Context: an optimization exercise on an open-source flow, tuned for small area. The choices shown serve that exercise and are no tape-out recipe.
The RTL was checked by simulation tests, not by an equivalence proof against the original design.
Power and IR drop assume default switching activity.

### design/flow/run.sh
#!/bin/bash
# synth_recipe.tcl (not shown) runs the flow's synth.tcl, then flattens the netlist and writes it again
# the make line also repeats each setting of config.mk as NAME=value (left out here)
make -C /OpenROAD-flow-scripts/flow DESIGN_CONFIG=/design/flow/config.mk WORK_HOME=/design/flow/orfs CLKGATE_MAP_FILE= SYNTH_SCRIPT=/design/flow/synth_recipe.tcl finish
### design/flow/config.mk
export PLATFORM = sky130hd
export DESIGN_NAME = drvAd56x3
export DESIGN_NICKNAME = drvAd56x3
export VERILOG_FILES = /design/flow/design.v
export SDC_FILE = /design/flow/constraint.sdc
export NUM_CORES = 4
export LEC_CHECK = 0
export CAP_MARGIN = 20
export CORE_MARGIN = 2
export CORE_UTILIZATION = 40
export SLEW_MARGIN = 20
### design/flow/constraint.sdc
create_clock -name core_clock -period 10.0 [get_ports {clk}]
set_input_delay 2.0000 -clock core_clock [delete_from_list [all_inputs] [get_ports {clk}]]
set_output_delay 2.0000 -clock core_clock [all_outputs]
set_load 0.01 [all_outputs]
### design/flow/design.v
module drvAd56x3_parm
    (input  logic                 clk,
     input  logic                 reset,
     input  logic         [2 : 0] avsAdr,
     input  logic                 avsWr,
     input  logic        [15 : 0] avsWrData,
     input  logic                 avsRd,
     output logic        [15 : 0] avsRdData,
     output logic                 genSel,
     output logic                 chSwap,
     output logic        [15 : 0] ceDivider,
     output logic signed [15 : 0] incrRate0,
     output logic signed [15 : 0] incrRate1);
    localparam logic DEFAULT_GEN_SEL = 1'b0;
    localparam logic DEFAULT_CH_SWAP = 1'b0;
    localparam int DEFAULT_CE_DIVIDER = 125;
    localparam int DEFAULT_INCR_RATE0 = +1;
    localparam int DEFAULT_INCR_RATE1 = -1;
    always_ff @(posedge clk, posedge reset)
    if (reset) begin
        avsRdData <= '0;
        genSel    <= DEFAULT_GEN_SEL;
        chSwap    <= DEFAULT_CH_SWAP;
        ceDivider <= (16)'(DEFAULT_CE_DIVIDER);
        incrRate0 <= (16)'(DEFAULT_INCR_RATE0);
        incrRate1 <= (16)'(DEFAULT_INCR_RATE1);
    end else begin
        if (avsWr) begin
            case (avsAdr)
                4'd0: begin
                    if (avsWrData[0]) begin
                        genSel    <= DEFAULT_GEN_SEL;
                        chSwap    <= DEFAULT_CH_SWAP;
                        ceDivider <= (16)'(DEFAULT_CE_DIVIDER);
                        incrRate0 <= (16)'(DEFAULT_INCR_RATE0);
                        incrRate1 <= (16)'(DEFAULT_INCR_RATE1);
                    end
                end
                4'd1: genSel    <= avsWrData[0];
                4'd2: chSwap    <= avsWrData[0];
                4'd3: ceDivider <= avsWrData;
                4'd4: incrRate0 <= avsWrData;
                4'd5: incrRate1 <= avsWrData;
                default: ;
            endcase            
        end
        if (avsRd) begin
            case (avsAdr)
                4'd1: avsRdData <= genSel;
                4'd2: avsRdData <= chSwap;
                4'd3: avsRdData <= ceDivider;
                4'd4: avsRdData <= incrRate0;
                4'd5: avsRdData <= incrRate1;
                default: avsRdData <= '0;
            endcase        
        end
    end
endmodule
module drvAd56x3_gen
   #(parameter DATA_WIDTH = 14)
    (input  logic                           clk,
     input  logic                           reset,
     input logic                   [15 : 0] ceDivider,
     input logic signed            [15 : 0] incrRate0,
     input logic signed            [15 : 0] incrRate1,
     output logic                           genValid0,
     output logic signed [DATA_WIDTH-1 : 0] genData0,
     input  logic                           genRdy0,
     output logic                           genValid1,
     output logic signed [DATA_WIDTH-1 : 0] genData1,
     input  logic                           genRdy1);
    logic genValid;
    logic [15 : 0] cnt; 
    always_ff @(posedge clk, posedge reset)
    if (reset) begin        
        genData0 <= '0;
        genData1 <= '0;
        cnt      <= '0;
    end else begin
        if (cnt == ceDivider - 1'd1) begin
            if (genRdy0 & genRdy1) begin
                cnt      <= '0;
                genData0 <= genData0 + incrRate0[DATA_WIDTH-1 : 0];
                genData1 <= genData1 + incrRate1[DATA_WIDTH-1 : 0];
            end
        end else begin
            cnt <= cnt + 1'd1;
        end
    end
    assign genValid = genRdy0 & genRdy1 & (cnt == ceDivider - 1'd1);
    assign genValid0 = genValid;
    assign genValid1 = genValid;
endmodule
module drvAd56x3_core
   #( parameter SIGN_A = "UNSIGNED",  
                SIGN_B = "UNSIGNED",         
                DATA_WIDTH    = 14,   
                SCLK_DIVIDER  = 2,    
                SYNC_DURATION = 5)    
    (input logic                    clk,
     input logic                    reset,
     input logic                    coreValid0,
     input logic [DATA_WIDTH-1 : 0] coreData0,
     output logic                   coreRdy0,    
     input logic                    coreValid1,
     input logic [DATA_WIDTH-1 : 0] coreData1,
     output logic                   coreRdy1, 
     output logic                   dacSync,                                                   
     output logic                   dacSclk,    
     output logic                   dacDin);       
    localparam logic [2 : 0] COMMAND_WORD_A = 3'b000;  
    localparam logic [2 : 0] COMMAND_WORD_B = 3'b010;
    localparam logic [2 : 0] ADDRESS_WORD_A = 3'b000;
    localparam logic [2 : 0] ADDRESS_WORD_B = 3'b001;
    localparam XOR_A = (SIGN_A == "SIGNED") ? 1'b1 : 1'b0;
    localparam XOR_B = (SIGN_B == "SIGNED") ? 1'b1 : 1'b0;
    localparam SHIFT_WIDTH = 24;
    logic [SHIFT_WIDTH-1 : 0] shiftReg, shiftAReg, shiftBReg;  
    logic [$clog2(SHIFT_WIDTH)-1 : 0] shiftCnt;  
    logic [$clog2(SYNC_DURATION)-1 : 0] syncCnt;  
    logic startData;
    logic channel;   
    logic [DATA_WIDTH-1 : 0] dataAReg, dataBReg;  
    logic coreRdy;
    logic sclkSync;
    generate    
        if (SCLK_DIVIDER == 1) begin
            assign sclkSync = 1'b1;
            assign dacSclk = clk;
        end else if (SCLK_DIVIDER == 2) begin
            always_ff @(posedge clk, posedge reset)
            if (reset)
                sclkSync <= 1'b0;
            else 
                sclkSync <= ~sclkSync;            
            assign dacSclk = ~sclkSync;
        end else begin  
            initial begin
                if ((SCLK_DIVIDER % 2) != 0) begin  
                    $error("SCLK_DIVIDER must be even.");
                    $stop;
                end
            end
            logic [$clog2(SCLK_DIVIDER)-1 : 0] sclkCnt;
            always_ff @(posedge clk, posedge reset)
            if (reset) begin
                sclkCnt <= '0;
            end else begin
                if (sclkCnt == SCLK_DIVIDER-1)
                    sclkCnt <= '0;                    
                else
                    sclkCnt <= sclkCnt + 1;                                                        
            end
            assign sclkSync = (sclkCnt == SCLK_DIVIDER - 1) ? 1'b1 : 1'b0; 
            assign dacSclk = (sclkCnt <= SCLK_DIVIDER/2 - 1) ? 1'b1 : 1'b0;
        end
    endgenerate       
    always_ff @(posedge clk, posedge reset)
    if (reset) begin
        dataAReg  <= '0;
        dataBReg  <= '0;
        startData <= 1'b0;
    end else begin
        if (coreValid0 & coreRdy) begin
            dataAReg  <= coreData0;
            startData <= 1'b1;
        end else if (sclkSync) begin
            startData <= 1'b0;
        end
        if (coreValid1) begin
            dataBReg <= coreData1;
        end
    end
    always_comb
    begin
        shiftAReg <= {2'b00,  
                      COMMAND_WORD_A,
                      ADDRESS_WORD_A,
                      XOR_A ^ dataAReg[$left(dataAReg)],
                      dataAReg[$left(dataAReg)-1 : 0],
                      {16 - DATA_WIDTH{1'b0}}};
        shiftBReg <= {2'b00,
                      COMMAND_WORD_B,
                      ADDRESS_WORD_B,
                      XOR_B ^ dataBReg[$left(dataBReg)],
                      dataBReg[$left(dataBReg)-1 : 0],
                      {16 - DATA_WIDTH{1'b0}}};
    end       
    always_ff @(posedge clk, posedge reset)
    if (reset) begin
        shiftCnt <= '0;
        dacSync <= 1'b1;
        syncCnt <= '0;
        channel <= 1'b0;
        shiftReg <= '0;        
    end else begin        
        if (sclkSync) begin
            if (dacSync) begin  
                shiftCnt <= '0;                                
                if (syncCnt == SYNC_DURATION-1) begin
                    if (~channel) begin
                        shiftReg <= shiftAReg;
                        if (startData)
                            dacSync <= 1'b0;
                    end else begin
                        shiftReg <= shiftBReg;
                        dacSync <= 1'b0;
                    end
                end else begin
                    syncCnt <= syncCnt + 1'd1;
                end
            end else begin  
                syncCnt <= '0;
                shiftReg <= shiftReg << 1;
                shiftCnt <= shiftCnt + 1'd1;
                if (shiftCnt == SHIFT_WIDTH-1) begin                    
                    channel <= ~channel;   
                    dacSync <= 1'b1;
                end
            end            
        end
    end
    assign coreRdy = dacSync & ~channel & ~startData & (syncCnt == SYNC_DURATION - 1);
    assign coreRdy0 = coreRdy;
    assign coreRdy1 = coreRdy;
    assign dacDin = shiftReg[$left(shiftReg)];
endmodule
module drvAd56x3    
   #( parameter SIGN_A = "UNSIGNED",  
                SIGN_B = "UNSIGNED",         
                DATA_WIDTH    = 14,   
                SCLK_DIVIDER  = 2,    
                SYNC_DURATION = 5)    
    (input logic                     clk,    
     input logic                     reset,
     input  logic            [2 : 0] avsAdr,
     input  logic                    avsWr,
     input  logic           [15 : 0] avsWrData,
     input  logic                    avsRd,
     output logic           [15 : 0] avsRdData,
     input  logic                    asiValid0,       
     input  logic [DATA_WIDTH-1 : 0] asiData0,
     output logic                    asiRdy0,    
     input  logic                    asiValid1,
     input  logic [DATA_WIDTH-1 : 0] asiData1,
     output logic                    asiRdy1, 
     output logic                    dacSync,         
     output logic                    dacSclk,         
     output logic                    dacDin);         
    logic          genSel;
    logic          chSwap;  
    logic [15 : 0] ceDivider;
    logic [15 : 0] incrRate0;
    logic [15 : 0] incrRate1;    
    logic                           genValid0, genValid1;
    logic signed [DATA_WIDTH-1 : 0] genData0, genData1;
    logic                           genRdy0, genRdy1;
    logic                           chValid0, chValid1;
    logic signed [DATA_WIDTH-1 : 0] chData0, chData1;
    logic                           chRdy0, chRdy1;    
    logic                           coreValid0, coreValid1;
    logic signed [DATA_WIDTH-1 : 0] coreData0, coreData1;
    logic                           coreRdy0, coreRdy1;
    drvAd56x3_parm
    drvAd56x3_parmInst
         (.clk      (clk      ),
          .reset    (reset    ),
          .avsAdr   (avsAdr   ),
          .avsWr    (avsWr    ),
          .avsWrData(avsWrData),
          .avsRd    (avsRd    ),
          .avsRdData(avsRdData),
          .genSel   (genSel   ),
          .chSwap   (chSwap   ),
          .ceDivider(ceDivider),
          .incrRate0(incrRate0),
          .incrRate1(incrRate1));
    drvAd56x3_gen
        #(.DATA_WIDTH(DATA_WIDTH))
    drvAd56x3_genInst
         (.clk      (clk      ),
          .reset    (reset    ),
          .ceDivider(ceDivider),
          .incrRate0(incrRate0),
          .incrRate1(incrRate1),
          .genValid0(genValid0),
          .genData0 (genData0 ),
          .genRdy0  (genRdy0  ),
          .genValid1(genValid1),
          .genData1 (genData1 ),
          .genRdy1  (genRdy1  ));
    drvAd56x3_core
       #(.SIGN_A       (SIGN_A       ),          
         .SIGN_B       (SIGN_B       ),                
         .DATA_WIDTH   (DATA_WIDTH   ),                  
         .SCLK_DIVIDER (SCLK_DIVIDER ), 
         .SYNC_DURATION(SYNC_DURATION))
    drvAd56x3_coreInst
        (.clk       (clk       ),
         .reset     (reset     ),
         .coreValid0(coreValid0),
         .coreData0 (coreData0 ),
         .coreRdy0  (coreRdy0  ),
         .coreValid1(coreValid1),
         .coreData1 (coreData1 ),
         .coreRdy1  (coreRdy1  ),
         .dacSync   (dacSync   ),
         .dacSclk   (dacSclk   ),
         .dacDin    (dacDin    ));
    assign chValid0 = (genSel) ? genValid0 : asiValid0;
    assign chData0  = (genSel) ? genData0  : asiData0;
    assign chValid1 = (genSel) ? genValid1 : asiValid1;
    assign chData1  = (genSel) ? genData1  : asiData1;    
    assign coreValid0 = (chSwap) ? chValid1 : chValid0;
    assign coreData0  = (chSwap) ? chData1  : chData0;
    assign coreValid1 = (chSwap) ? chValid0 : chValid1;
    assign coreData1  = (chSwap) ? chData0  : chData1;
    assign chRdy0 = (chSwap) ? coreRdy1 : coreRdy0;    
    assign chRdy1 = (chSwap) ? coreRdy0 : coreRdy1;
    assign genRdy0 = genSel & chRdy0;
    assign genRdy1 = genSel & chRdy1;    
    assign asiRdy0 = ~genSel & chRdy0;
    assign asiRdy1 = ~genSel & chRdy1;
endmodule
==> run notes <==
## worst max-delay path: cells and delay by family, from the launching register on
family | cells | cell delay (ns)
buf+inv | 1 | 0.62
simple gates | 2 | 0.63
flops | 1 | 0.95
## cell families (layout without fill, tap and decap cells)
group | after synthesis | count (layout) | synth area share
AO/OA/AOI/OAI | 253 | 253 | 0.172
XOR/XNOR | 41 | 41 | 0.0361
adder cells (fa/ha/maj) | 33 | 33 | 0.0431
buffers and inverters | 105 | 153 | 0.0437
flip-flops | 172 | 172 | 0.436
multiplexers | 125 | 125 | 0.135
AND/OR/NAND/NOR | 269 | 269 | 0.134
## area by class of cell
type	instances	share of cell area
Timing Repair Buffer	80	0.0690
Tap cell	324	0.0355
Sequential cell	172	0.380
Clock inverter	14	0.0109
Inverter	41	0.0139
Multi-Input combinational cell	721	0.453
Clock buffer	18	0.0376
## power by group
part	switching [uW]	internal (uW)
clock network	309	328
registers	106	789
logic	220	215
total	635	1330
## flip-flops by register name, summed over array words and instances (netlist names)
register                      flops
drvAd56x3_coreInst.syncCnt        3
drvAd56x3_parmInst.avsRdData     16
drvAd56x3_coreInst.shiftCnt       5
drvAd56x3_parmInst.chSwap         1
drvAd56x3_coreInst.startData      1
drvAd56x3_genInst.genData1       14
drvAd56x3_coreInst.dacSync        1
drvAd56x3_genInst.cnt            16
drvAd56x3_coreInst.dataBReg      14
drvAd56x3_genInst.genData0       14
drvAd56x3_parmInst.incrRate0     16
drvAd56x3_coreInst.dataAReg      14
drvAd56x3_coreInst.channel        1
drvAd56x3_parmInst.ceDivider     16
drvAd56x3_coreInst.sclkSync       1
drvAd56x3_coreInst.shiftReg      22
drvAd56x3_parmInst.incrRate1     16
drvAd56x3_parmInst.genSel         1
## per-stage QoR
| stage | area (um^2) | hold WS [ns] | worst slack [ns] | total power [uW] |
|---|---|---|---|---|
| after floorplan | 9930 | 0.436 | 3.38 | 1200 |
| after global placement | 10800 | 0.457 | 5.75 | 1330 |
| after detailed placement | 10800 | 0.465 | 5.73 | 1340 |
| after CTS | 11400 | 0.481 | 5.31 | 1980 |
| after global routing | 11400 | 0.497 | 5.10 | 2070 |
| final | 11400 | 0.477 | 5.35 | 1970 |
## path summary, 6_finish.rpt
path | start | to | slack, ns
min reg2reg | drvAd56x3_coreInst.shiftReg[12] | drvAd56x3_coreInst.shiftReg[12] | 0.48
min | drvAd56x3_coreInst.shiftReg[12] | drvAd56x3_coreInst.shiftReg[12] | 0.48
max | drvAd56x3_coreInst.dacSync | asiRdy0 | 5.35
max in group asynchronous | reset | drvAd56x3_genInst.cnt[11] | 6.70
min in group asynchronous | reset | drvAd56x3_coreInst.dataAReg[4] | 2.09
max reg2reg | drvAd56x3_parmInst.ceDivider[1] | drvAd56x3_coreInst.dataAReg[10] | 6.12
## metal layers
| metal | share of wire | GRT usage | routed length (um) |
|---|---|---|---|
| met5 | 0 | 0 | 0 |
| met4 | 0.010 | 0.0406 | 250 |
| met2 | 0.48 | 0.315 | 11800 |
| met1 | 0.48 | 0.268 | 11600 |
| met3 | 0.029 | 0.0280 | 699 |
## cell usage in the layout, fill, tap and decap left out, types with 5 or more instances in the layout
master / instances
buf_4: 6
ha_1: 31
clkbuf_16: 17
xnor2_1: 26
xor2_1: 15
o211ai_1: 5
mux2i_1: 60
and2_1: 5
dfrtp_1: 147
nor3_1: 17
o22ai_1: 17
a21o_1: 11
nor4_1: 11
nand2_1: 92
o21ai_0: 66
nand4_1: 7
nand2b_1: 8
inv_6: 6
nor2_1: 58
a22o_1: 29
a21oi_1: 52
nand3_1: 21
clkdlybuf4s50_1: 73
o22a_1: 21
and3_1: 15
o31ai_1: 8
a31oi_1: 8
inv_1: 40
mux2_2: 54
nor2b_1: 7
dfstp_2: 24
mux2_1: 10
==> flow_metrics.env <==
export IMPL_outcome="complete, no violations"
export IMPL_synth_edf_count=0
export IMPL_cp_arrival_ns=2.65
export IMPL_synth_cell_types=76
export IMPL_post_cts_buffers=0
export IMPL_stdcell_count=1370
export IMPL_viasPerCell=5.50
export IMPL_root_buffer="clkbuf_16"
export IMPL_crit_path_end_kind="primary output"
export IMPL_yosysTopAreaCellShare=0.373
export IMPL_p_leak_uw=0.00510
export IMPL_cts_sinks=172
export IMPL_max_freq_mhz=215
export IMPL_route_final_wire_length_mm=24.4
export IMPL_ant_nets=0
export IMPL_cellPowerDensity_nw_per_um2=172
export IMPL_cts_resized=0
export IMPL_dr_pass1_iters=5
export IMPL_synth_area_per_cell_um2=9.95
export IMPL_grt_max_degree=92
export IMPL_antenna_found_initial=0
export IMPL_overflow=0
export IMPL_drv_cap=0
export IMPL_grt_pass1_vias=7251
export IMPL_synth_most_common_cell="dfrtp_1"
export IMPL_die_area_um2=26100
export IMPL_ys_ff_latch=172
export IMPL_clk_latency_ns=0.43
export IMPL_finalSetupTns_ns=0
export IMPL_fin_nets=1119
export IMPL_drive_gt1_frac=0.132
export IMPL_grt_total_usage=0.191
export IMPL_relSlewSlack=0.339
export IMPL_setup_viol=0
export IMPL_path_class="flip-flop to primary output"
export IMPL_multi_input_comb_area_um2=5170
export IMPL_diodes=0
export IMPL_vias=7536
export IMPL_start_util=0.408
export IMPL_hold_depth=2
export IMPL_yosys_top_cells_count="dfrtp_1 (148), nand2_1 (93), o21ai_0 (66), mux2i_1 (60), nor2_1 (58)"
export IMPL_fillCellCount=2296
export IMPL_r2r_cells=10
export IMPL_rows=57
export IMPL_first_iter_violations=436
export IMPL_worst_pin_slew_ns=0.991
export IMPL_post_drt_wl_per_cell_um=17.8
export IMPL_grt_pass1_wl_mm=39.3
export IMPL_clk_pin_slew_worst_paths_ns=0.08
export IMPL_die_width_um=162
export IMPL_synth_net_count=1084
export IMPL_crit_path_cell_trace="nand3_1, nor4_1, clkdlybuf4s50_1"
export IMPL_maxSlewViolCount=0
export IMPL_synthCells=998
export IMPL_ys_flop_type="dfrtp_1"
export IMPL_ioPinCount=74
export IMPL_hpwl_mm=17.6
export IMPL_slowest_stage="dfstp_2"
export IMPL_drc=0
export IMPL_fin_crit_ns=4.65
export IMPL_hold_class="flip-flop to flip-flop"
export IMPL_cts_hold_fix_buffers=0
export IMPL_clock_path_buffers=2
export IMPL_cts_buffers=17
export IMPL_final_util=0.469
export IMPL_fp_dieH_um=162
export IMPL_synthesis_area_um2=9930
export IMPL_fin_worst_skew_ns=0.0145
export IMPL_cp_start_kind="flip-flop"
export IMPL_dp_cells=1338
export IMPL_io_buffers=73
export IMPL_layout_worst_path_cycle_share=0.465
export IMPL_hold_viol_final=0
export IMPL_globalplace_congestion=0.821
export IMPL_htreeDepth=4
export IMPL_seq_area_um2=4340
export IMPL_ys_async_sr_fraction=1.00
export IMPL_synth_area_leaders="dfrtp_1 (37%), dfstp_2 (6.3%), mux2_2 (6.1%)"
export IMPL_rsz0062_at_grt="no"
export IMPL_irDropWorstVdd_uv=127
export IMPL_ys_seq_area_frac=0.436
export IMPL_required_ns=8.00
export IMPL_cts_tree="done"
export IMPL_core_um2=24300
export IMPL_yosysWarnings=3
export IMPL_critPathMaxFanout=40
export IMPL_slowest_delay_ns=0.95
export IMPL_synthToLayoutAreaGrowth_pct=14.8
export IMPL_yosysTopAreaCell="dfrtp_1"

static timing again, ports no longer ideal:
The flow's constraints put no driver on any port. The routed layout listed below was extracted and timed again, unchanged, in two steps. Step 1, drivers: a clkbuf_16 drives clk and a buf_2 each remaining input, both assumed. Step 2, shift: input delay + t, output delay - t, t = (earliest + latest rising clock arrival at the registers) / 2. This alone moves slack from input paths to output paths. Slacks: no drivers / after step 1 / after step 2; pairs: no drivers / after step 1.
shift t [ns]: 0.467
slack for setup (ns): 5.353 / 5.311 / 5.745
worst hold slack (ns): 0.477 / 0.477 / 0.477
slew at the worst register clock pin (ns): 0.08 / 0.08
worst slew at a driven data input, ns: 0.04
After both steps setup and hold are still met in this run. For this run, drivers alone change the setup slack by -0.042 ns; drivers and shift together by +0.392 ns.
